Context: an optimization exercise on an open-source flow, tuned for small area, a short achievable clock period and few clock cycles per item. The choices shown serve that exercise and are no tape-out recipe. RTL that was checked went through simulation tests only; none was proved equivalent to the original. Power figures rest on the tool's default switching activity, not on a simulated workload.

==> inputs of job 4309 <==
## fpadd
module fpadd (
    clk, reset, start,
    a, b,
    sum,
    done,
    nan
);
Settings: LEC_CHECK=0, ABC_AREA=1, CAP_MARGIN=20, CORE_MARGIN=2, CORE_UTILIZATION=65, CTS_BUF_LIST=sky130_fd_sc_hd__clkbuf_4 sky130_fd_sc_hd__clkbuf_8, SETUP_SLACK_MARGIN=5, SLEW_MARGIN=20; clock period 13.0 ns.
standard.sh (not shown) runs the stock make flow with config.mk's settings and CLKGATE_MAP_FILE= SYNTH_SCRIPT=/design/flow/synth_recipe.tcl, a recipe that flattens the netlist after the stock synthesis.
==> flow/flow/run.sh <==
#!/bin/bash
# The standard layout (the standard.sh, unchanged synthesis), with
# sky130_fd_sc_hd__buf_1 port buffers; timing repair aims at a setup margin of
# 6.5 ns up to clock tree synthesis and 5 ns after global routing.
# Each make run's full output goes to its own log in the work folder.
set -euo pipefail
PB='BUFFER_PORTS_ARGS=-buffer_cell sky130_fd_sc_hd__buf_1'
bash standard.sh "$PB" SETUP_SLACK_MARGIN=6.5  cts > flow_to_cts.log 2>&1
bash standard.sh "$PB" SETUP_SLACK_MARGIN=5  finish > flow_finish.log 2>&1
==> inputs of job 7278, as changes to job 4309 <==
--- a/flow/design.v
+++ b/flow/design.v
@@ -171,21 +171,22 @@
             done_q <= 1'b0;
         else if (start)
             done_q <= 1'b1;
     end
     wire [24:0] m = r_q;
     wire        s_o = s_q;
-    reg [4:0] lz;
-    integer i;
-    always @(*) begin
-        lz = 5'd25;
-        for (i = 0; i < 25; i = i + 1)
-            if (m[i]) lz = 5'd24 - i;
-    end
-    wire [4:0]  k = nan_q ? 5'd24 : lz;
-    wire [24:0] rn = m << k;
-    wire        zero = (m == 25'd0) | nan_q;
-    wire [7:0]  en = e_q - {3'd0, k};
+    wire        k4 = (m[24:9] == 16'd0) | nan_q;
+    wire [24:0] n4 = k4 ? {m[8:0], 16'd0} : m;
+    wire        k3 = (n4[24:17] == 8'd0) | nan_q;
+    wire [24:0] n3 = k3 ? {n4[16:0], 8'd0} : n4;
+    wire        k2 = (n3[24:21] == 4'd0);
+    wire [24:0] n2 = k2 ? {n3[20:0], 4'd0} : n3;
+    wire        k1 = (n2[24:23] == 2'd0);
+    wire [24:0] n1 = k1 ? {n2[22:0], 2'd0} : n2;
+    wire        k0 = ~n1[24];
+    wire [24:0] rn = k0 ? {n1[23:0], 1'b0} : n1;
+    wire        zero = ~rn[24] | nan_q;
+    wire [7:0]  en = e_q - {3'd0, k4, k3, k2, k1, k0};
     assign sum  = {{9{~zero}} & {s_o, en}, rn[23:1]};
     assign nan  = nan_q;
     assign done = done_q;
 endmodule
==> inputs of job 430, as changes to job 4309 <==
--- a/flow/design.v
+++ b/flow/design.v
@@ -180,12 +180,12 @@
         lz = 5'd25;
         for (i = 0; i < 25; i = i + 1)
             if (m[i]) lz = 5'd24 - i;
     end
     wire [4:0]  k = nan_q ? 5'd24 : lz;
     wire [24:0] rn = m << k;
-    wire        zero = (m == 25'd0) | nan_q;
+    wire        zero = ~rn[24] | nan_q;
     wire [7:0]  en = e_q - {3'd0, k};
     assign sum  = {{9{~zero}} & {s_o, en}, rn[23:1]};
     assign nan  = nan_q;
     assign done = done_q;
 endmodule
==> flow/flow/run.sh (replaced) <==
#!/bin/bash
# The standard layout (the standard.sh, unchanged synthesis), with
# sky130_fd_sc_hd__buf_1 port buffers; timing repair aims at a setup margin of
# 6.5 ns up to clock tree synthesis and 5.5 ns after global routing.
# Each make run's full output goes to its own log in the work folder.
set -euo pipefail
PB='BUFFER_PORTS_ARGS=-buffer_cell sky130_fd_sc_hd__buf_1'
bash standard.sh "$PB" SETUP_SLACK_MARGIN=6.5  cts > flow_to_cts.log 2>&1
bash standard.sh "$PB" SETUP_SLACK_MARGIN=5.5  finish > flow_finish.log 2>&1
- CORE_UTILIZATION: 65 -> 60
==> comparison <==
Combinational power is about the same in job 4309 and job 7278. Count of clock-buffer cells in the layout: job 4309 is higher than job 7278 (2). In job 4309 the core utilization is higher than in job 430, by 10 points. The lowest total power belongs to job 430, the highest to job 4309. Synthesized cell count, lowest first: job 430, job 4309, job 7278. In register-to-register slack, job 7278 and job 430 hardly differ. Between job 430 and job 7278, the lower worst setup slack is in job 7278 (gap 50 ps). The lowest global-route usage belongs to job 430, the highest to job 4309. Maximum frequency: job 430 is larger than job 4309 (about 4.4%). Between job 430 and job 7278, the lower die area is in job 7278 (gap about 5.5%, measured against job 7278). Routed wire length, lowest first: job 430, job 4309, job 7278.
Testbench counts of job 430, summed over its fixed seeds: cycles 48,000, items 24,000.
No functional check of the RTL was part of job 4309 and job 7278.

## re-timing with driven ports
No port has a modelled driver above. Below, the same layouts with a new extraction and two added sets of constraints. Step 1 sets driving cells, clkbuf_16 on the clock port and buf_2 on the other inputs (assumed; they add their load-dependent delay and slew). Step 2 adds t to the input delays and takes it off the output delays; t is the mean of the earliest and latest rising clock arrival at the registers after step 1. Input paths then give back, and output paths get back, about the clock's delay inside the block. a / b / c = ideal / step 1 / step 2; a / b = the first two.
run | shift t [ns] | slack for setup (ns) | pins driven straight from the clock port
job 4309 | 0.328 | 5.938 / 5.954 / 5.626 | 1
job 7278 | 0.330 | 6.186 / 6.192 / 5.862 | 1
job 430 | 0.331 | 6.236 / 6.248 / 5.917 | 1
After both steps setup and hold are still met in every run listed. For job 7278, which loses most, drivers alone change the setup slack by +0.006 ns; drivers and shift together by -0.324 ns.
